This is an optimization exercise on Yosys and OpenROAD, whose aim is small area and a short achievable clock period, not a production implementation. Only simulation tests tie the RTL to the original design; equivalence was not proved.

==> flow/design.v, too long to show whole: its modules and the start of the top module <==
// module final_log: 2059 lines
module final_log(clk, reset, base, in_data, out_data);
  // ...
==> flow/flow/run.sh <==
#!/bin/bash
set -euo pipefail
bash standard.sh SETUP_SLACK_MARGIN=37 "BUFFER_PORTS_ARGS=-buffer_cell sky130_fd_sc_hd__buf_1" SKIP_GATE_CLONING=1 finish > run.log 2>&1
==> flow/standard.sh <==
#!/bin/bash
# synth_recipe.tcl (not shown) runs the flow's synth.tcl, then flattens the netlist and writes it again
# the make line also repeats each setting of config.mk as NAME=value (left out here)
make -C /OpenROAD-flow-scripts/flow DESIGN_CONFIG=/design/flow/config.mk WORK_HOME=/design/flow/orfs CLKGATE_MAP_FILE= SYNTH_SCRIPT=/design/flow/synth_recipe.tcl "${@:-finish}"
==> flow/config.mk <==
export PLATFORM = sky130hd
export DESIGN_NAME = final_log
export DESIGN_NICKNAME = final_log
export VERILOG_FILES = /design/flow/design.v
export SDC_FILE = /design/flow/constraint.sdc
export NUM_CORES = 4
export LEC_CHECK = 0
export ABC_AREA = 1
export CAP_MARGIN = 20
export CORE_MARGIN = 2
export CORE_UTILIZATION = 40
export CTS_BUF_LIST = sky130_fd_sc_hd__clkbuf_8
export CTS_CLUSTER_DIAMETER = 200
export CTS_CLUSTER_SIZE = 30
export SLEW_MARGIN = 20
==> flow/constraint.sdc <==
create_clock -name core_clock -period 60.0 [get_ports {clk}]
set_input_delay 12.0000 -clock core_clock [delete_from_list [all_inputs] [get_ports {clk}]]
set_output_delay 12.0000 -clock core_clock [all_outputs]
set_load 0.01 [all_outputs]
==> impl_metrics.json, run 1 <==
{
  "setup-tns-final_ns": 0,
  "cts_setup_buffers": 17,
  "seq_area_share_pct": 5.18,
  "cts_tree": "done",
  "top_regs": "wq x18, dq x5, eq x4",
  "max_freq_ghz": 0.0444,
  "avgSynthCellArea_um2": 6.95,
  "hpwl_um": 29100,
  "hp-class": "in2async",
  "multiInputGateArea_um2": 11000,
  "synthAdderAreaFrac_pct": 40.0,
  "drt_iter0_markers": 870,
  "synth_cell_types": 65,
  "wirelength_um": 35400,
  "drcViolationCount": 0,
  "die_area_um2": 33900,
  "hold_buffers": 0,
  "numCtsBuffers": 5,
  "ys_seq_area_share_pct": 5.81,
  "busiest_layer": "met2",
  "core_region_area_um2": 31700,
  "muxShareOfSynthArea_pct": 0.0772,
  "path_depth": 62,
  "fin_crit_ns": 22.52,
  "viasPerCell": 5.25,
  "synth-main-ff-cell": "dfrtp_1",
  "critical_path.top_delay_family": "adder cells",
  "cpPeakStageDelay_ns": 0.57,
  "grt_util_met3_pct": 0.889,
  "syn_inst": 1866,
  "yosys.area.top_type": "fa_1",
  "synth_xor_area_share_pct": 3.50,
  "status": "no timing/DRC/antenna violations",
  "period_share_pct": 37.5,
  "multi_input_gates": 1395,
  "synth_compound_area_share_pct": 14.0
}
==> run 2, diff against run 1 <==
--- a/flow/design.v
+++ b/flow/design.v
@@ -602,111 +602,135 @@
     wire x1_422 = x1_393 | x1_421;
     wire x1_423 = x1_372 & x1_371;
     wire x1_424 = x1_374 & x1_394;
     wire x1_425 = x1_395 | x1_424;
     wire x1_426 = x1_374 & x1_373;
     wire x1_427 = x1_376 & x1_396;
     wire x1_428 = x1_397 | x1_427;
     wire x1_429 = x1_376 & x1_375;
-    wire x1_430 = x1_405 & x1_402;
-    wire x1_431 = x1_404 | x1_430;
-    wire x1_432 = x1_411 & x1_407;
-    wire x1_433 = x1_410 | x1_432;
-    wire x1_434 = x1_411 & x1_408;
-    wire x1_435 = x1_417 & x1_413;
-    wire x1_436 = x1_416 | x1_435;
-    wire x1_437 = x1_417 & x1_414;
-    wire x1_438 = x1_423 & x1_419;
-    wire x1_439 = x1_422 | x1_438;
-    wire x1_440 = x1_423 & x1_420;
-    wire x1_441 = x1_429 & x1_425;
-    wire x1_442 = x1_428 | x1_441;
-    wire x1_443 = x1_429 & x1_426;
-    wire x1_444 = x1_434 & x1_431;
-    wire x1_445 = x1_433 | x1_444;
-    wire x1_446 = x1_440 & x1_436;
-    wire x1_447 = x1_439 | x1_446;
-    wire x1_448 = x1_440 & x1_437;
-    wire x1_449 = x1_448 & x1_445;
-    wire x1_450 = x1_447 | x1_449;
-    wire x1_451 = x1_437 & x1_445;
-    wire x1_452 = x1_436 | x1_451;
-    wire x1_453 = x1_443 & x1_450;
-    wire x1_454 = x1_442 | x1_453;
-    wire x1_455 = x1_408 & x1_431;
-    wire x1_456 = x1_407 | x1_455;
-    wire x1_457 = x1_414 & x1_445;
-    wire x1_458 = x1_413 | x1_457;
-    wire x1_459 = x1_420 & x1_452;
-    wire x1_460 = x1_419 | x1_459;
-    wire x1_461 = x1_426 & x1_450;
-    wire x1_462 = x1_425 | x1_461;
-    wire x1_463 = x1_359 & x1_402;
-    wire x1_464 = x1_380 | x1_463;
-    wire x1_465 = x1_361 & x1_431;
-    wire x1_466 = x1_382 | x1_465;
-    wire x1_467 = x1_363 & x1_456;
-    wire x1_468 = x1_384 | x1_467;
-    wire x1_469 = x1_365 & x1_445;
-    wire x1_470 = x1_386 | x1_469;
-    wire x1_471 = x1_367 & x1_458;
-    wire x1_472 = x1_388 | x1_471;
-    wire x1_473 = x1_369 & x1_452;
-    wire x1_474 = x1_390 | x1_473;
-    wire x1_475 = x1_371 & x1_460;
-    wire x1_476 = x1_392 | x1_475;
-    wire x1_477 = x1_373 & x1_450;
-    wire x1_478 = x1_394 | x1_477;
-    wire x1_479 = x1_375 & x1_462;
-    wire x1_480 = x1_396 | x1_479;
-    wire x1_481 = x1_377 & x1_454;
-    wire x1_482 = x1_398 | x1_481;
-    wire x1_483 = x1_357 ^ x1_230;
-    wire x1_484 = x1_358 ^ x1_400;
-    wire x1_485 = x1_359 ^ x1_402;
-    wire x1_486 = x1_360 ^ x1_464;
-    wire x1_487 = x1_361 ^ x1_431;
-    wire x1_488 = x1_362 ^ x1_466;
-    wire x1_489 = x1_363 ^ x1_456;
-    wire x1_490 = x1_364 ^ x1_468;
-    wire x1_491 = x1_365 ^ x1_445;
-    wire x1_492 = x1_366 ^ x1_470;
-    wire x1_493 = x1_367 ^ x1_458;
-    wire x1_494 = x1_368 ^ x1_472;
-    wire x1_495 = x1_369 ^ x1_452;
-    wire x1_496 = x1_370 ^ x1_474;
-    wire x1_497 = x1_371 ^ x1_460;
-    wire x1_498 = x1_372 ^ x1_476;
-    wire x1_499 = x1_373 ^ x1_450;
-    wire x1_500 = x1_374 ^ x1_478;
-    wire x1_501 = x1_375 ^ x1_462;
-    wire x1_502 = x1_376 ^ x1_480;
-    wire x1_503 = x1_377 ^ x1_454;
-    wire w2_0 = x1_483;
-    wire w2_1 = x1_484;
-    wire w2_2 = x1_485;
-    wire w2_3 = x1_486;
-    wire w2_4 = x1_487;
-    wire w2_5 = x1_488;
-    wire w2_6 = x1_489;
-    wire w2_7 = x1_490;
-    wire w2_8 = x1_491;
-    wire w2_9 = x1_492;
-    wire w2_10 = x1_493;
-    wire w2_11 = x1_494;
-    wire w2_12 = x1_495;
-    wire w2_13 = x1_496;
-    wire w2_14 = x1_497;
-    wire w2_15 = x1_498;
-    wire w2_16 = x1_499;
-    wire w2_17 = x1_500;
-    wire w2_18 = x1_501;
-    wire w2_19 = x1_502;
-    wire w2_20 = x1_503;
+    wire x1_430 = x1_359 & x1_402;
+    wire x1_431 = x1_380 | x1_430;
+    wire x1_432 = x1_405 & x1_402;
+    wire x1_433 = x1_404 | x1_432;
+    wire x1_434 = x1_363 & x1_407;
+    wire x1_435 = x1_384 | x1_434;
+    wire x1_436 = x1_363 & x1_408;
+    wire x1_437 = x1_411 & x1_407;
+    wire x1_438 = x1_410 | x1_437;
+    wire x1_439 = x1_411 & x1_408;
+    wire x1_440 = x1_367 & x1_413;
+    wire x1_441 = x1_388 | x1_440;
+    wire x1_442 = x1_367 & x1_414;
+    wire x1_443 = x1_417 & x1_413;
+    wire x1_444 = x1_416 | x1_443;
+    wire x1_445 = x1_417 & x1_414;
+    wire x1_446 = x1_371 & x1_419;
+    wire x1_447 = x1_392 | x1_446;
+    wire x1_448 = x1_371 & x1_420;
+    wire x1_449 = x1_423 & x1_419;
+    wire x1_450 = x1_422 | x1_449;
+    wire x1_451 = x1_423 & x1_420;
+    wire x1_452 = x1_375 & x1_425;
+    wire x1_453 = x1_396 | x1_452;
+    wire x1_454 = x1_375 & x1_426;
+    wire x1_455 = x1_429 & x1_425;
+    wire x1_456 = x1_428 | x1_455;
+    wire x1_457 = x1_429 & x1_426;
+    wire x1_458 = x1_361 & x1_433;
+    wire x1_459 = x1_382 | x1_458;
+    wire x1_460 = x1_408 & x1_433;
+    wire x1_461 = x1_407 | x1_460;
+    wire x1_462 = x1_436 & x1_433;
+    wire x1_463 = x1_435 | x1_462;
+    wire x1_464 = x1_439 & x1_433;
+    wire x1_465 = x1_438 | x1_464;
+    wire x1_466 = x1_369 & x1_444;
+    wire x1_467 = x1_390 | x1_466;
+    wire x1_468 = x1_369 & x1_445;
+    wire x1_469 = x1_420 & x1_444;
+    wire x1_470 = x1_419 | x1_469;
+    wire x1_471 = x1_420 & x1_445;
+    wire x1_472 = x1_448 & x1_444;
+    wire x1_473 = x1_447 | x1_472;
+    wire x1_474 = x1_448 & x1_445;
+    wire x1_475 = x1_451 & x1_444;
+    wire x1_476 = x1_450 | x1_475;
+    wire x1_477 = x1_451 & x1_445;
+    wire x1_478 = x1_377 & x1_456;
+    wire x1_479 = x1_398 | x1_478;
+    wire x1_480 = x1_377 & x1_457;
+    wire x1_481 = x1_365 & x1_465;
+    wire x1_482 = x1_386 | x1_481;
+    wire x1_483 = x1_414 & x1_465;
+    wire x1_484 = x1_413 | x1_483;
+    wire x1_485 = x1_442 & x1_465;
+    wire x1_486 = x1_441 | x1_485;
+    wire x1_487 = x1_445 & x1_465;
+    wire x1_488 = x1_444 | x1_487;
+    wire x1_489 = x1_468 & x1_465;
+    wire x1_490 = x1_467 | x1_489;
+    wire x1_491 = x1_471 & x1_465;
+    wire x1_492 = x1_470 | x1_491;
+    wire x1_493 = x1_474 & x1_465;
+    wire x1_494 = x1_473 | x1_493;
+    wire x1_495 = x1_477 & x1_465;
+    wire x1_496 = x1_476 | x1_495;
+    wire x1_497 = x1_373 & x1_496;
+    wire x1_498 = x1_394 | x1_497;
+    wire x1_499 = x1_426 & x1_496;
+    wire x1_500 = x1_425 | x1_499;
+    wire x1_501 = x1_454 & x1_496;
+    wire x1_502 = x1_453 | x1_501;
+    wire x1_503 = x1_457 & x1_496;
+    wire x1_504 = x1_456 | x1_503;
+    wire x1_505 = x1_480 & x1_496;
+    wire x1_506 = x1_479 | x1_505;
+    wire x1_507 = x1_357 ^ x1_230;
+    wire x1_508 = x1_358 ^ x1_400;
+    wire x1_509 = x1_359 ^ x1_402;
+    wire x1_510 = x1_360 ^ x1_431;
+    wire x1_511 = x1_361 ^ x1_433;
+    wire x1_512 = x1_362 ^ x1_459;
+    wire x1_513 = x1_363 ^ x1_461;
+    wire x1_514 = x1_364 ^ x1_463;
+    wire x1_515 = x1_365 ^ x1_465;
+    wire x1_516 = x1_366 ^ x1_482;
+    wire x1_517 = x1_367 ^ x1_484;
+    wire x1_518 = x1_368 ^ x1_486;
+    wire x1_519 = x1_369 ^ x1_488;
+    wire x1_520 = x1_370 ^ x1_490;
+    wire x1_521 = x1_371 ^ x1_492;
+    wire x1_522 = x1_372 ^ x1_494;
+    wire x1_523 = x1_373 ^ x1_496;
+    wire x1_524 = x1_374 ^ x1_498;
+    wire x1_525 = x1_375 ^ x1_500;
+    wire x1_526 = x1_376 ^ x1_502;
+    wire x1_527 = x1_377 ^ x1_504;
+    wire w2_0 = x1_507;
+    wire w2_1 = x1_508;
+    wire w2_2 = x1_509;
+    wire w2_3 = x1_510;
+    wire w2_4 = x1_511;
+    wire w2_5 = x1_512;
+    wire w2_6 = x1_513;
+    wire w2_7 = x1_514;
+    wire w2_8 = x1_515;
+    wire w2_9 = x1_516;
+    wire w2_10 = x1_517;
+    wire w2_11 = x1_518;
+    wire w2_12 = x1_519;
+    wire w2_13 = x1_520;
+    wire w2_14 = x1_521;
+    wire w2_15 = x1_522;
+    wire w2_16 = x1_523;
+    wire w2_17 = x1_524;
+    wire w2_18 = x1_525;
+    wire w2_19 = x1_526;
+    wire w2_20 = x1_527;
     wire x3_0 = ~w2_20;
     wire x3_1 = x3_0 & w2_19;
     wire x3_2 = ~w2_16;
     wire x3_3 = w2_17 & w2_16;
     wire x3_4 = w2_17 & x3_2;
     wire x3_5 = w2_18 & x3_3;
     wire x3_6 = w2_18 & x3_4;
     wire x3_7 = x3_1 & x3_5;
@@ -1101,100 +1125,121 @@
     wire x3_394 = x3_368 | x3_393;
     wire x3_395 = x3_349 & x3_348;
     wire x3_396 = x3_351 & x3_369;
     wire x3_397 = x3_370 | x3_396;
     wire x3_398 = x3_351 & x3_350;
     wire x3_399 = x3_353 & x3_371;
     wire x3_400 = x3_372 | x3_399;
     wire x3_401 = x3_353 & x3_352;
-    wire x3_402 = x3_380 & x3_377;
-    wire x3_403 = x3_379 | x3_402;
-    wire x3_404 = x3_386 & x3_382;
-    wire x3_405 = x3_385 | x3_404;
-    wire x3_406 = x3_386 & x3_383;
-    wire x3_407 = x3_392 & x3_388;
-    wire x3_408 = x3_391 | x3_407;
-    wire x3_409 = x3_392 & x3_389;
-    wire x3_410 = x3_398 & x3_394;
-    wire x3_411 = x3_397 | x3_410;
-    wire x3_412 = x3_398 & x3_395;
-    wire x3_413 = x3_406 & x3_403;
-    wire x3_414 = x3_405 | x3_413;
-    wire x3_415 = x3_412 & x3_408;
-    wire x3_416 = x3_411 | x3_415;
-    wire x3_417 = x3_412 & x3_409;
-    wire x3_418 = x3_417 & x3_414;
-    wire x3_419 = x3_416 | x3_418;
-    wire x3_420 = x3_409 & x3_414;
-    wire x3_421 = x3_408 | x3_420;
-    wire x3_422 = x3_383 & x3_403;
-    wire x3_423 = x3_382 | x3_422;
-    wire x3_424 = x3_389 & x3_414;
-    wire x3_425 = x3_388 | x3_424;
-    wire x3_426 = x3_395 & x3_421;
-    wire x3_427 = x3_394 | x3_426;
-    wire x3_428 = x3_401 & x3_419;
-    wire x3_429 = x3_400 | x3_428;
-    wire x3_430 = x3_338 & x3_377;
-    wire x3_431 = x3_357 | x3_430;
-    wire x3_432 = x3_340 & x3_403;
-    wire x3_433 = x3_359 | x3_432;
-    wire x3_434 = x3_342 & x3_423;
-    wire x3_435 = x3_361 | x3_434;
-    wire x3_436 = x3_344 & x3_414;
-    wire x3_437 = x3_363 | x3_436;
-    wire x3_438 = x3_346 & x3_425;
-    wire x3_439 = x3_365 | x3_438;
-    wire x3_440 = x3_348 & x3_421;
-    wire x3_441 = x3_367 | x3_440;
-    wire x3_442 = x3_350 & x3_427;
-    wire x3_443 = x3_369 | x3_442;
-    wire x3_444 = x3_352 & x3_419;
-    wire x3_445 = x3_371 | x3_444;
-    wire x3_446 = x3_354 & x3_429;
-    wire x3_447 = x3_373 | x3_446;
-    wire x3_448 = x3_336 ^ x3_224;
-    wire x3_449 = x3_337 ^ x3_375;
-    wire x3_450 = x3_338 ^ x3_377;
-    wire x3_451 = x3_339 ^ x3_431;
-    wire x3_452 = x3_340 ^ x3_403;
-    wire x3_453 = x3_341 ^ x3_433;
-    wire x3_454 = x3_342 ^ x3_423;
-    wire x3_455 = x3_343 ^ x3_435;
-    wire x3_456 = x3_344 ^ x3_414;
-    wire x3_457 = x3_345 ^ x3_437;
-    wire x3_458 = x3_346 ^ x3_425;
-    wire x3_459 = x3_347 ^ x3_439;
-    wire x3_460 = x3_348 ^ x3_421;
-    wire x3_461 = x3_349 ^ x3_441;
-    wire x3_462 = x3_350 ^ x3_427;
-    wire x3_463 = x3_351 ^ x3_443;
-    wire x3_464 = x3_352 ^ x3_419;
-    wire x3_465 = x3_353 ^ x3_445;
-    wire x3_466 = x3_354 ^ x3_429;
-    wire w4_0 = x3_448;
-    wire w4_1 = x3_449;
-    wire w4_2 = x3_450;
-    wire w4_3 = x3_451;
-    wire w4_4 = x3_452;
-    wire w4_5 = x3_453;
-    wire w4_6 = x3_454;
-    wire w4_7 = x3_455;
-    wire w4_8 = x3_456;
-    wire w4_9 = x3_457;
-    wire w4_10 = x3_458;
-    wire w4_11 = x3_459;
-    wire w4_12 = x3_460;
-    wire w4_13 = x3_461;
-    wire w4_14 = x3_462;
-    wire w4_15 = x3_463;
-    wire w4_16 = x3_464;
-    wire w4_17 = x3_465;
-    wire w4_18 = x3_466;
+    wire x3_402 = x3_338 & x3_377;
+    wire x3_403 = x3_357 | x3_402;
+    wire x3_404 = x3_380 & x3_377;
+    wire x3_405 = x3_379 | x3_404;
+    wire x3_406 = x3_342 & x3_382;
+    wire x3_407 = x3_361 | x3_406;
+    wire x3_408 = x3_342 & x3_383;
+    wire x3_409 = x3_386 & x3_382;
+    wire x3_410 = x3_385 | x3_409;
+    wire x3_411 = x3_386 & x3_383;
+    wire x3_412 = x3_346 & x3_388;
+    wire x3_413 = x3_365 | x3_412;
+    wire x3_414 = x3_346 & x3_389;
+    wire x3_415 = x3_392 & x3_388;
+    wire x3_416 = x3_391 | x3_415;
+    wire x3_417 = x3_392 & x3_389;
+    wire x3_418 = x3_350 & x3_394;
+    wire x3_419 = x3_369 | x3_418;
+    wire x3_420 = x3_350 & x3_395;
+    wire x3_421 = x3_398 & x3_394;
+    wire x3_422 = x3_397 | x3_421;
+    wire x3_423 = x3_398 & x3_395;
+    wire x3_424 = x3_354 & x3_400;
+    wire x3_425 = x3_373 | x3_424;
+    wire x3_426 = x3_354 & x3_401;
+    wire x3_427 = x3_340 & x3_405;
+    wire x3_428 = x3_359 | x3_427;
+    wire x3_429 = x3_383 & x3_405;
+    wire x3_430 = x3_382 | x3_429;
+    wire x3_431 = x3_408 & x3_405;
+    wire x3_432 = x3_407 | x3_431;
+    wire x3_433 = x3_411 & x3_405;
+    wire x3_434 = x3_410 | x3_433;
+    wire x3_435 = x3_348 & x3_416;
+    wire x3_436 = x3_367 | x3_435;
+    wire x3_437 = x3_348 & x3_417;
+    wire x3_438 = x3_395 & x3_416;
+    wire x3_439 = x3_394 | x3_438;
+    wire x3_440 = x3_395 & x3_417;
+    wire x3_441 = x3_420 & x3_416;
+    wire x3_442 = x3_419 | x3_441;
+    wire x3_443 = x3_420 & x3_417;
+    wire x3_444 = x3_423 & x3_416;
+    wire x3_445 = x3_422 | x3_444;
+    wire x3_446 = x3_423 & x3_417;
+    wire x3_447 = x3_344 & x3_434;
+    wire x3_448 = x3_363 | x3_447;
+    wire x3_449 = x3_389 & x3_434;
+    wire x3_450 = x3_388 | x3_449;
+    wire x3_451 = x3_414 & x3_434;
+    wire x3_452 = x3_413 | x3_451;
+    wire x3_453 = x3_417 & x3_434;
+    wire x3_454 = x3_416 | x3_453;
+    wire x3_455 = x3_437 & x3_434;
+    wire x3_456 = x3_436 | x3_455;
+    wire x3_457 = x3_440 & x3_434;
+    wire x3_458 = x3_439 | x3_457;
+    wire x3_459 = x3_443 & x3_434;
+    wire x3_460 = x3_442 | x3_459;
+    wire x3_461 = x3_446 & x3_434;
+    wire x3_462 = x3_445 | x3_461;
+    wire x3_463 = x3_352 & x3_462;
+    wire x3_464 = x3_371 | x3_463;
+    wire x3_465 = x3_401 & x3_462;
+    wire x3_466 = x3_400 | x3_465;
+    wire x3_467 = x3_426 & x3_462;
+    wire x3_468 = x3_425 | x3_467;
+    wire x3_469 = x3_336 ^ x3_224;
+    wire x3_470 = x3_337 ^ x3_375;
+    wire x3_471 = x3_338 ^ x3_377;
+    wire x3_472 = x3_339 ^ x3_403;
+    wire x3_473 = x3_340 ^ x3_405;
+    wire x3_474 = x3_341 ^ x3_428;
+    wire x3_475 = x3_342 ^ x3_430;
+    wire x3_476 = x3_343 ^ x3_432;
+    wire x3_477 = x3_344 ^ x3_434;
+    wire x3_478 = x3_345 ^ x3_448;
+    wire x3_479 = x3_346 ^ x3_450;
+    wire x3_480 = x3_347 ^ x3_452;
+    wire x3_481 = x3_348 ^ x3_454;
+    wire x3_482 = x3_349 ^ x3_456;
+    wire x3_483 = x3_350 ^ x3_458;
+    wire x3_484 = x3_351 ^ x3_460;
+    wire x3_485 = x3_352 ^ x3_462;
+    wire x3_486 = x3_353 ^ x3_464;
+    wire x3_487 = x3_354 ^ x3_466;
+    wire w4_0 = x3_469;
+    wire w4_1 = x3_470;
+    wire w4_2 = x3_471;
+    wire w4_3 = x3_472;
+    wire w4_4 = x3_473;
+    wire w4_5 = x3_474;
+    wire w4_6 = x3_475;
+    wire w4_7 = x3_476;
+    wire w4_8 = x3_477;
+    wire w4_9 = x3_478;
+    wire w4_10 = x3_479;
+    wire w4_11 = x3_480;
+    wire w4_12 = x3_481;
+    wire w4_13 = x3_482;
+    wire w4_14 = x3_483;
+    wire w4_15 = x3_484;
+    wire w4_16 = x3_485;
+    wire w4_17 = x3_486;
+    wire w4_18 = x3_487;
     wire x5_0 = w4_0 ^ w4_5;
     wire x5_1 = w4_1 ^ w4_6;
     wire x5_2 = w4_2 ^ w4_7;
     wire x5_3 = w4_3 ^ w4_8;
     wire x5_4 = w4_4 ^ w4_9;
     wire x5_5 = w4_5 ^ w4_10;
     wire x5_6 = w4_6 ^ w4_11;
     wire x5_7 = w4_7 ^ w4_12;
==> flow/flow/run.sh (replaced) <==
#!/bin/bash
set -euo pipefail
bash standard.sh SETUP_SLACK_MARGIN=36 "BUFFER_PORTS_ARGS=-buffer_cell sky130_fd_sc_hd__buf_1" SKIP_GATE_CLONING=1 finish > run.log 2>&1
==> run 2 against run 1 <==
Net effect: first-iteration DRC count up 7.2%; highest routed layer unchanged; global-route usage grew 0.087 points; setup slack worse by 0.47 ns; hold slack improved by 0.014 ns; final area is 3.1% lower.
==> impl_metrics.json, run 2 <==
{
  "cpPeakStageDelay_ns": 0.52,
  "synth_top_cell_area_share_pct": 23.3,
  "worstSetupStartpoint": "wq[7]",
  "syn_nets": 2326,
  "fin_crit_ns": 22.98,
  "multiInputGateArea_um2": 10900,
  "startpoint_type": "register",
  "io_buffers": 66,
  "critical_path.top_delay_family": "adder cells",
  "synth-main-ff-cell": "dfrtp_1",
  "worstPathMaxFanout": 30,
  "largest_reg_flops": 18,
  "grt_pass1_wl_um": 60000,
  "tightestPinTransition_ns": 0.966,
  "track_usage_pct": 20.7,
  "ys_seq_elements": 30,
  "layout_commonest_cell": "nand2_1",
  "cts_tree": "done",
  "final_cell_mix": "490 x nand2_1, 368 x inv_1, 170 x nor2_1, 157 x nand3_1, 155 x fa_1",
  "hold_buffers": 0,
  "period_share_pct": 38.3,
  "cts.clk_slew.worst_paths_ns": 0.10,
  "viasPerCell": 5.18,
  "fillers": 3435,
  "cts-htree-levels": 2,
  "drive_gt1_share_pct": 4.46,
  "cp_slowest_cell": "fa_1",
  "die_h_um": 186,
  "antenna_left": 0,
  "relSlewSlack_pct": 34.8,
  "core_region_area_um2": 32600,
  "fin_area_um2": 14100,
  "hold_viol": 0,
  "num_vias": 12731,
  "grt_antenna_before_repair": 0,
  "syn_inst": 1985,
  "drt-pass1-iter-count": 6,
  "dieWidth_um": 186,
  "synth_most_common_cell": "nand2_1",
  "grt-ovfl-total": 0,
  "seqCellArea_um2": 753,
  "max_freq_ghz": 0.0435,
  "hp-class": "in2async",
  "dpl_cell_area_um2": 13900,
  "dp.cells": 2445,
  "crit_end": "out_data[18]",
  "drcViolationCount": 0,
  "numCtsBuffers": 5,
  "wirelength_um": 35900,
  "maxCapViolations": 0,
  "cts_buffer_depth": 2,
  "crit_type": "reg2out",
  "synth_cell_types": 67,
  "rsz0062_at_grt": "no",
  "gp_congestion": 0.934,
  "cp.arrival_ns": 10.98,
  "ys_seq_area_share_pct": 5.66,
  "netlist_area_um2": 13300,
  "antenna_cells": 0,
  "yosys.area.top_type": "fa_1",
  "die_area_um2": 34700,
  "start_util_pct": 40.8,
  "cp.required_ns": 48.00,
  "status": "no timing/DRC/antenna violations",
  "finalSetupViolations": 0,
  "ys_top_cells_by_area": "fa_1 23%, ha_1 14%, nand2_1 14%",
  "cp_num_buf_inv": 9,
  "fin_cells": 2460,
  "avgSynthCellArea_um2": 6.70,
  "setup-tns-final_ns": 0,
  "end_kind": "output pin",
  "ys_top_cells_by_count": "492 x nand2_1, 370 x inv_1, 170 x nor2_1, 157 x nand3_1, 155 x fa_1",
  "clock-root-buffer": "clkbuf_8",
  "synthToLayoutAreaGrowth_pct": 5.89,
  "grt_max_degree": 35,
  "fin_nets": 2358,
  "yosysWarningCount": 1,
  "rows": 66,
  "synthArstFlopShare_pct": 100,
  "path_depth": 49,
  "first_global_vias": 12416,
  "regMostFlops": "wq",
  "slew_viol_final": 0,
  "synth_edf_count": 0,
  "top_regs": "wq x18, dq x5, eq x4",
  "drt_iter0_markers": 933,
  "hpwl_um": 30200,
  "wire_per_inst_um": 14.6,
  "io_pins": 68,
  "numClockSinks": 30,
  "worst_path_most_repeated_cell": "nand2_1"
}
[run 2: changes by cell type in the layout (fill, tap and decap cells not counted), moves of 11 or more]
cell     change
nor2_1      +31
a21oi_1     +16
buf_4       -38
nand3_1     +67
o21ai_1     -19
nand2_1     +78
inv_1       +14
a31oi_1     -11
[run 2: repair_timing]
action	4_1_cts	5_1_grt
endpoints found under the setup margin	0	47
buffers inserted	0	7
resized for setup	0	10
[run 2: final cells by class]
class / instances / area share, %
multi-input combinational: 1515 / 77.1
inverter: 384 / 10.3
sequential: 30 / 5.35
tap: 442 / 3.92
timing repair buffer: 81 / 2.58
clock buffer: 6 / 0.586
clock inverter: 2 / 0.0888
[run 2: cell families after synthesis]
kind of cell	count (synthesis)	share of synthesized area, %
simple gates	904	28.8
buf+inv	440	12.9
fa+ha+maj	305	37.4
compound gates	252	11.4
xor+xnor	52	3.70
flops	30	5.66
mux	2	0.150
[run 2: metal layers]
layer	part of all wire [%]	track usage, %	up-vias
li1	-	-	6328
met1	44	27.0	5945
met2	48	36.6	388
met3	4.4	1.17	70
met4	2.8	6.46	0
met5	0	0	-
[run 2: how the worst min path moves through the flow]
stage	endpoint	slack (ns)	cells after the start
global route	eq[0]	11.78	1
global placement	bq[1]	12.11	1
CTS	dq[0]	11.76	3
finish	dq[0]	11.75	3
floorplan	eq[0]	12.00	0
detailed placement	bq[1]	12.11	1
[run 2: tightest hold or removal path, stage by stage]
cell and delay (ns):
buf_1 0.08, inv_1 0.06, buf_4 0.36
[run 2: metrics by stage]
step                setup slack [ns]  util [%]  hold slack (ns)
floorplan                      38.46         -            12.00
global route                   36.04      43.2            11.78
detailed placement             35.93      42.6            12.11
CTS                            36.21      42.9            11.76
global placement               36.10      42.6            12.11
finish                         37.02      43.2            11.75
==> run 3, diff against run 2 <==
==> flow/flow/run.sh (replaced) <==
#!/bin/bash
set -euo pipefail
bash standard.sh SETUP_SLACK_MARGIN=38 "BUFFER_PORTS_ARGS=-buffer_cell sky130_fd_sc_hd__buf_1" SKIP_GATE_CLONING=1 finish > run.log 2>&1
==> run 3 against run 2 <==
Net effect: still clean; synthesized cell count is the same; final area grew 10%; fmax grew 6.2%; area after synthesis is the same; clock-buffer cell count is the same; largest cell class unchanged.
==> impl_metrics.json, run 3 <==
{
  "status": "no timing/DRC/antenna violations",
  "track_usage_pct": 21.1,
  "ys_top_cells_by_area": "fa_1 23%, ha_1 14%, nand2_1 14%",
  "numClockSinks": 30,
  "tightestPinTransition_ns": 0.981,
  "ys_top_cells_by_count": "492 x nand2_1, 370 x inv_1, 170 x nor2_1, 157 x nand3_1, 155 x fa_1",
  "io_buffers": 66,
  "ys_seq_area_share_pct": 5.66,
  "grt_max_degree": 34,
  "rows": 66,
  "numCtsBuffers": 5,
  "syn_inst": 1985,
  "synth_edf_count": 0,
  "multiInputGateArea_um2": 11600,
  "die_area_um2": 34700,
  "largest_reg_flops": 18,
  "layout_commonest_cell": "nand2_1",
  "cts-htree-levels": 2,
  "syn_nets": 2326,
  "hold_viol": 0,
  "holdWs_ns": 11.76,
  "synth_top_cell_area_share_pct": 23.3,
  "viasPerCell": 5.20,
  "synthArstFlopShare_pct": 100,
  "period_share_pct": 36.1,
  "hold_buffers": 0,
  "netlist_area_um2": 13300,
  "ys_seq_elements": 30,
  "drt_iter0_markers": 1135,
  "cp.arrival_ns": 21.83,
  "hpwl_um": 30200,
  "fin_nets": 2416,
  "avgSynthCellArea_um2": 6.70,
  "fin_util_pct": 47.5,
  "grt-ovfl-total": 0,
  "io_pins": 68,
  "synth_cell_types": 67,
  "drcViolationCount": 0,
  "start_util_pct": 40.8,
  "crit_type": "in2reg",
  "cp.required_ns": 60.19,
  "worstPathMaxFanout": 10,
  "finalSetupViolations": 0,
  "clock-root-buffer": "clkbuf_8",
  "cts.clk_slew.worst_paths_ns": 0.10,
  "relSlewSlack_pct": 33.8,
  "grt_antenna_before_repair": 0,
  "cts_tree": "done",
  "dieWidth_um": 186,
  "core_region_area_um2": 32600,
  "seqCellArea_um2": 757,
  "cts_buffer_depth": 2,
  "final_cell_mix": "471 x nand2_1, 351 x inv_1, 157 x nor2_1, 146 x nand3_1, 140 x fa_1",
  "rsz0062_at_grt": "yes",
  "max_freq_ghz": 0.0462,
  "yosysWarningCount": 1,
  "wire_per_inst_um": 15.1,
  "synth-main-ff-cell": "dfrtp_1",
  "drive_gt1_share_pct": 14.9,
  "regMostFlops": "wq",
  "fin_crit_ns": 21.64,
  "startpoint_type": "input pin",
  "setup-tns-final_ns": 0,
  "slew_viol_final": 0,
  "cpPeakStageDelay_ns": 0.58,
  "worst_path_most_repeated_cell": "nand2_2",
  "die_h_um": 186,
  "maxCapViolations": 0,
  "yosys.area.top_type": "fa_1",
  "end_kind": "register",
  "synth_most_common_cell": "nand2_1",
  "cp_slowest_cell": "fa_1",
  "drt-pass1-iter-count": 5,
  "num_vias": 13109,
  "antenna_left": 0,
  "hp-class": "in2async",
  "gp_congestion": 0.934,
  "synthToLayoutAreaGrowth_pct": 16.5,
  "grt_pass1_wl_um": 61100,
  "wirelength_um": 38100,
  "first_global_vias": 12637,
  "fillers": 3306,
  "top_regs": "wq x18, dq x5, eq x4"
}
==> run 3: worst paths after layout <==
| kind | slack (ns) | to | from | depth (start not counted) |
|---|---|---|---|---|
| min in group core_clock | 11.78 | eq[0] | in_data[23] | 1 |
| hold / removal | 11.76 | dq[0] | reset | 3 |
| max in group asynchronous | 47.88 | wq[11] | reset | 3 |
| setup / recovery | 38.36 | wq[13] | in_data[3] | 63 |
==> run 3: cell type report <==
type	instances	area share [%]
clock inverter	2	0.0807
multi-input combinational	1515	75.1
inverter	384	9.57
clock buffer	6	0.533
antenna	1	0.0161
tap	442	3.57
sequential	30	4.88
timing repair buffer	139	6.29
==> run 3: per-layer routing <==
layer	vias to the layer above	wire length (um)	track usage (%)	share of wire, %
li1	6448	-	-	-
met1	6179	16500	27.5	43
met2	413	18900	37.5	50
met3	69	1760	1.17	4.6
met4	0	933	6.58	2.5
met5	-	0	0	0
==> run 3: stage by stage <==
step	instance area, um^2	worst slack, ns	instances
after floorplan	13300	38.46	1985
after global placement	13900	36.10	2445
after detailed placement	13900	35.93	2445
after CTS	14400	38.00	2467
after global routing	15500	37.79	2518
final	15500	38.36	2519
==> run 3: repair_timing <==
action                     4_1_cts  5_1_grt
buffers inserted                14       51
gates resized for setup         77      184
pin swaps                        9       92
setup endpoints to repair       47       47
==> run 3: cell families (layout without fill, tap and decap cells) <==
family	count (synthesis)	count (layout)	share of synthesized area, %
adders and majority gates	305	305	37.4
AOI/OAI and AO/OA	252	252	11.4
other	0	1	0
buffers and inverters	440	531	12.9
xor gates and xnor gates	52	52	3.70
and+or+nand+nor	904	904	28.8
DFF	30	30	5.66
muxes	2	2	0.150
==> run 3: worst max-delay path: cells and delay by family <==
kind            cells  cell delay (ns)
fa+ha+maj          12             4.95
xor+xnor            2             0.27
buf+inv            10             0.73
compound gates      8             1.24
simple gates       31             2.63
==> run 4, diff against run 3 <==
==> flow/flow/run.sh (replaced) <==
#!/bin/bash
set -euo pipefail
bash standard.sh SETUP_SLACK_MARGIN=37 "BUFFER_PORTS_ARGS=-buffer_cell sky130_fd_sc_hd__buf_1" SKIP_GATE_CLONING=1 finish > run.log 2>&1
--- a/flow/config.mk
+++ b/flow/config.mk
@@ -14,2 +14,3 @@
 export CTS_CLUSTER_SIZE = 30
+export GPL_TIMING_DRIVEN = 0
 export SLEW_MARGIN = 20
==> run 4 against run 3 <==
Net effect: sequential share of layout area is 0.34 points higher; area after synthesis stayed put; via count is 1.3% lower; critical path type unchanged; clock-buffer cell count stayed put; synthesized cell count stayed put; still clean on timing, DRC and antenna; core utilization is 3.2 points lower; global-route usage is 0.83 points higher.
==> impl_metrics.json, run 4 <==
{
  "path_depth": 61,
  "cts.clk_slew.worst_paths_ns": 0.08,
  "synthArstFlopShare_pct": 100,
  "slew_viol_final": 0,
  "cts_buffer_depth": 2,
  "io_pins": 68,
  "die_h_um": 186,
  "gr-usage-met1_pct": 27.8,
  "numClockSinks": 30,
  "multiInputGateArea_um2": 11000,
  "syn_inst": 1985,
  "yosys.area.top_type": "fa_1",
  "grt_max_degree": 31,
  "maxCapViolations": 0,
  "ys_seq_elements": 30,
  "hold_viol": 0,
  "ys_top_cells_by_area": "fa_1 23%, ha_1 14%, nand2_1 14%",
  "fillers": 3461,
  "grt_antenna_before_repair": 0,
  "hold_buffers": 0,
  "fin_nets": 2402,
  "finalSetupViolations": 0,
  "hp-class": "in2async",
  "ys_seq_area_share_pct": 5.66,
  "gp_congestion": 0.939,
  "relSlewSlack_pct": 33.3,
  "io_buffers": 66,
  "synth-main-ff-cell": "dfrtp_1",
  "dieWidth_um": 186,
  "wirelength_um": 38200,
  "end_kind": "register",
  "busiest_layer": "met2",
  "cp.required_ns": 60.22,
  "antenna_left": 0,
  "regMostFlops": "wq",
  "crit_type": "in2reg",
  "period_share_pct": 37.0,
  "final_cell_mix": "492 x nand2_1, 367 x inv_1, 166 x nor2_1, 156 x nand3_1, 154 x fa_1",
  "hpwl_um": 32600,
  "rsz0062_at_grt": "no",
  "worst_path_most_repeated_cell": "nand2_1",
  "netlist_area_um2": 13300,
  "synth_top_cell_area_share_pct": 23.3,
  "syn_nets": 2326,
  "drt_iter0_markers": 1071,
  "startpoint_type": "input pin",
  "drt-pass1-iter-count": 5,
  "core_region_area_um2": 32600,
  "grt_util_met3_pct": 1.56,
  "cpPeakStageDelay_ns": 0.47,
  "wire_per_inst_um": 15.2,
  "num_vias": 12945,
  "yosysWarningCount": 1,
  "status": "no timing/DRC/antenna violations",
  "cts_tree": "done",
  "drcViolationCount": 0,
  "layout_commonest_cell": "nand2_1",
  "max_freq_ghz": 0.0451,
  "grt-ovfl-total": 0,
  "cp_slowest_cell": "fa_1",
  "holdWs_ns": 11.78,
  "grt_pass1_wl_um": 63000,
  "seqCellArea_um2": 756,
  "grtUsageMet2_pct": 39.2,
  "first_global_vias": 12845,
  "cp_num_buf_inv": 13,
  "synth_edf_count": 0,
  "worstPathMaxFanout": 11,
  "tightestPinTransition_ns": 0.976,
  "drive_gt1_share_pct": 6.98,
  "top_regs": "wq x18, dq x5, eq x4",
  "largest_reg_flops": 18,
  "synth_most_common_cell": "nand2_1",
  "numCtsBuffers": 5,
  "cp.arrival_ns": 22.41,
  "rows": 66,
  "critical_path.top_delay_family": "adder cells",
  "synth_cell_types": 67,
  "antenna_cells": 0,
  "setup-tns-final_ns": 0,
  "start_util_pct": 40.8,
  "fin_crit_ns": 22.19,
  "ys_top_cells_by_count": "492 x nand2_1, 370 x inv_1, 170 x nor2_1, 157 x nand3_1, 155 x fa_1",
  "clock-root-buffer": "clkbuf_8",
  "track_usage_pct": 21.9,
  "avgSynthCellArea_um2": 6.70,
  "viasPerCell": 5.17,
  "cts-htree-levels": 2,
  "die_area_um2": 34700,
  "synthToLayoutAreaGrowth_pct": 8.64
}
run 4: cell counts after synthesis:
Identical to the previous run, type by type.
run 4: area by class of cell:
class                   count  share of cell area (%)
multi-input cells        1515                    76.3
inverters                 384                    10.0
flip-flops and latches     30                    5.23
well taps                 442                    3.83
plain buffers              56                    2.02
repair buffers             69                    1.96
clock buffers               6                   0.571
clock inverters             2                  0.0865
run 4: path summary, 6_finish.rpt:
path	startpoint	to	slack, ns
max in group asynchronous	reset	wq[11]	47.71
max	in_data[6]	wq[5]	37.81
min	reset	dq[2]	11.78
min in group core_clock	in_data[23]	eq[0]	11.80
run 4: repair_timing:
| item | CTS | global route |
|---|---|---|
| buffers inserted | 0 | 3 |
| setup endpoints to repair | 38 | 47 |
| hold endpoints to repair | 0 | 0 |
| resized for setup | 10 | 62 |
| pin swaps | 0 | 2 |
run 4: cell families (layout without fill, tap and decap cells):
family,Yosys count,count (layout),share of synthesized area (%)
AOI/OAI and AO/OA,252,252,11.4
xor gates and xnor gates,52,52,3.70
adders and majority gates,305,305,37.4
buffers and inverters,440,517,12.9
DFF,30,30,5.66
muxes,2,2,0.150
and+or+nand+nor,904,904,28.8
run 4: routing by layer:
layer | wire (um) | vias up
li1 | - | 6400
met1 | 16500 | 6080
met2 | 18700 | 392
met3 | 1730 | 73
met4 | 1150 | 0
met5 | 0 | -
run 4: through the flow:
step | cell area [um^2] | util (%) | setup slack [ns] | cells
global route | 14500 | 44.3 | 36.99 | 2504
detailed placement | 14100 | 43.3 | 35.67 | 2493
finish | 14500 | 44.3 | 37.81 | 2504
floorplan | 13300 | - | 38.46 | 1985
CTS | 14200 | 43.6 | 37.04 | 2501
global placement | 14100 | 43.3 | 35.82 | 2493
==> run 5, diff against run 4 <==
--- a/flow/config.mk
+++ b/flow/config.mk
@@ -14,3 +14,2 @@
 export CTS_CLUSTER_SIZE = 30
-export GPL_TIMING_DRIVEN = 0
 export SLEW_MARGIN = 20
==> run 5 against run 4 <==
Net effect: synthesized cell count did not move; area after synthesis unchanged; final area decreased by 0.68%; final cell count is 1.1% lower; wire length is 4.2% lower; clock-buffer cell count unchanged; largest cell class unchanged.
==> impl_metrics.json, run 5 <==
{
  "fin_ws_ns": 37.83,
  "slew_viol_final": 0,
  "hpwl_um": 30200,
  "max_freq_ghz": 0.0451,
  "fin_crit_ns": 22.17,
  "grt-ovfl-total": 0,
  "io_buffers": 66,
  "syn_nets": 2326,
  "wire_per_inst_um": 14.8,
  "viasPerCell": 5.16,
  "synth-main-ff-cell": "dfrtp_1",
  "drt_iter0_markers": 1022,
  "maxCapViolations": 0,
  "track_usage_pct": 20.7,
  "tightestPinTransition_ns": 0.976,
  "worstPathMaxFanout": 30,
  "finalSetupViolations": 0,
  "cts_buffer_depth": 2,
  "hp-class": "in2async",
  "startpoint_type": "register",
  "cts-htree-levels": 2,
  "netlist_area_um2": 13300,
  "die_h_um": 186,
  "cp_slowest_cell": "fa_1",
  "numClockSinks": 30,
  "relSlewSlack_pct": 34.1,
  "crit_type": "reg2out",
  "first_global_vias": 12453,
  "synth_cell_types": 67,
  "clock-root-buffer": "clkbuf_8",
  "num_vias": 12785,
  "ys_seq_area_share_pct": 5.66,
  "core_region_area_um2": 32600,
  "wirelength_um": 36600,
  "rows": 66,
  "end_kind": "output pin",
  "grt_max_degree": 34,
  "die_area_um2": 34700,
  "final_cell_mix": "490 x nand2_1, 368 x inv_1, 166 x nor2_1, 156 x nand3_1, 154 x fa_1",
  "ys_top_cells_by_area": "fa_1 23%, ha_1 14%, nand2_1 14%",
  "synthArstFlopShare_pct": 100,
  "numCtsBuffers": 5,
  "worst_path_most_repeated_cell": "nand2_1",
  "synth_edf_count": 0,
  "cp_num_buf_inv": 8,
  "period_share_pct": 37.0,
  "hold_viol": 0,
  "dp_slack_ns": 35.93,
  "synth_top_cell_area_share_pct": 23.3,
  "avgSynthCellArea_um2": 6.70,
  "grt_antenna_before_repair": 0,
  "cpPeakStageDelay_ns": 0.56,
  "syn_inst": 1985,
  "cp.required_ns": 48.00,
  "ys_seq_elements": 30,
  "setup-tns-final_ns": 0,
  "largest_reg_flops": 18,
  "synthToLayoutAreaGrowth_pct": 7.90,
  "top_regs": "wq x18, dq x5, eq x4",
  "layout_commonest_cell": "nand2_1",
  "yosys.area.top_type": "fa_1",
  "yosysWarningCount": 1,
  "drive_gt1_share_pct": 6.49,
  "dieWidth_um": 186,
  "antenna_left": 0,
  "cp.arrival_ns": 10.17,
  "fin_nets": 2373,
  "drcViolationCount": 0,
  "cts.clk_slew.worst_paths_ns": 0.10,
  "rsz0062_at_grt": "no",
  "drt-pass1-iter-count": 5,
  "synth_most_common_cell": "nand2_1",
  "start_util_pct": 40.8,
  "regMostFlops": "wq",
  "gp_congestion": 0.934,
  "status": "no timing/DRC/antenna violations",
  "ys_top_cells_by_count": "492 x nand2_1, 370 x inv_1, 170 x nor2_1, 157 x nand3_1, 155 x fa_1",
  "critical_path.top_delay_family": "adder cells",
  "io_pins": 68,
  "grt_pass1_wl_um": 60200,
  "cts_tree": "done"
}
-- run 5: cell counts after synthesis --
Identical to the previous run, type by type.
-- run 5: layer usage --
metal | part of all wire, % | vias to the layer above | global-route usage [%]
met1 | 45 | 5994 | 27.1
met4 | 2.5 | 0 | 6.74
met5 | 0 | - | 0
met3 | 4.2 | 55 | 1.17
li1 | - | 6356 | -
met2 | 48 | 380 | 36.7
-- run 5: cell families (layout without fill, tap and decap cells) --
| family | after synthesis | in the layout | synth area share [%] |
|---|---|---|---|
| other | 0 | 1 | 0 |
| adders and majority gates | 305 | 305 | 37.4 |
| xor gates and xnor gates | 52 | 52 | 3.70 |
| muxes | 2 | 2 | 0.150 |
| AOI/OAI and AO/OA | 252 | 252 | 11.4 |
| DFF | 30 | 30 | 5.66 |
| buffers and inverters | 440 | 488 | 12.9 |
| and+or+nand+nor | 904 | 904 | 28.8 |
-- run 5: what timing repair did --
item / in CTS / in global routing
pin swaps: 1 / 4
hold buffers: 0 / 0
endpoints found under the setup margin: 47 / 46
setup buffers: 7 / 15
resized for setup: 9 / 42
endpoints found under the hold margin: 0 / 0
-- run 5: final cells by class --
cell class	instances	area, um^2
inverter	384	1460
clock inverter	2	12.5
timing repair buffer	96	519
antenna	1	2.50
tap	442	553
sequential	30	753
fill	3408	18300
clock buffer	6	82.6
multi-input combinational	1515	11000
-- run 5: path summary, 6_finish.rpt --
| kind | from | to | cells after the start | slack [ns] |
|---|---|---|---|---|
| max | wq[11] | out_data[20] | 46 | 37.83 |
| min | reset | dq[0] | 3 | 11.74 |
| max in group asynchronous | reset | eq[3] | 3 | 47.91 |
| min in group core_clock | in_data[23] | eq[0] | 1 | 11.78 |
-- run 5: per-stage QoR --
step	instances	utilization (%)	cell area, um^2	hold WS (ns)
after detailed placement	2445	42.6	13900	12.11
after global routing	2475	44.0	14400	11.78
after CTS	2460	43.2	14100	11.76
final	2476	44.0	14400	11.74
after global placement	2445	42.6	13900	12.11
after floorplan	1985	-	13300	12.00

==> separate check: timing with driven ports <==
How much do the figures lean on ideal ports? The routed layouts below were timed once more, with nothing changed but the port constraints. Step 1 sets driving cells, clkbuf_16 on the clock port and buf_2 on the other inputs (assumed; they add their load-dependent delay and slew). Step 2, shift: input delay + t, output delay - t, t = (earliest + latest rising clock arrival at the registers) / 2. This alone moves slack from input paths to output paths. a / b / c = no drivers / after step 1 / after step 2; a / b = the first two.
run	shift t [ns]	setup slack, ns	worst hold slack (ns)
run 1	0.331	37.484 / 37.500 / 37.169	11.737 / 11.722 / 12.053
run 2	0.345	37.016 / 36.979 / 36.742	11.752 / 11.741 / 12.086
run 3	0.349	38.358 / 38.360 / 38.012	11.758 / 11.747 / 12.096
run 4	0.340	37.813 / 37.829 / 37.489	11.776 / 11.779 / 12.119
run 5	0.350	37.828 / 37.789 / 37.513	11.740 / 11.727 / 12.077
After both steps every run listed still meets setup and hold. The setup slack of run 3, which loses most, moves by +0.002 ns with the drivers and by -0.346 ns with both steps.
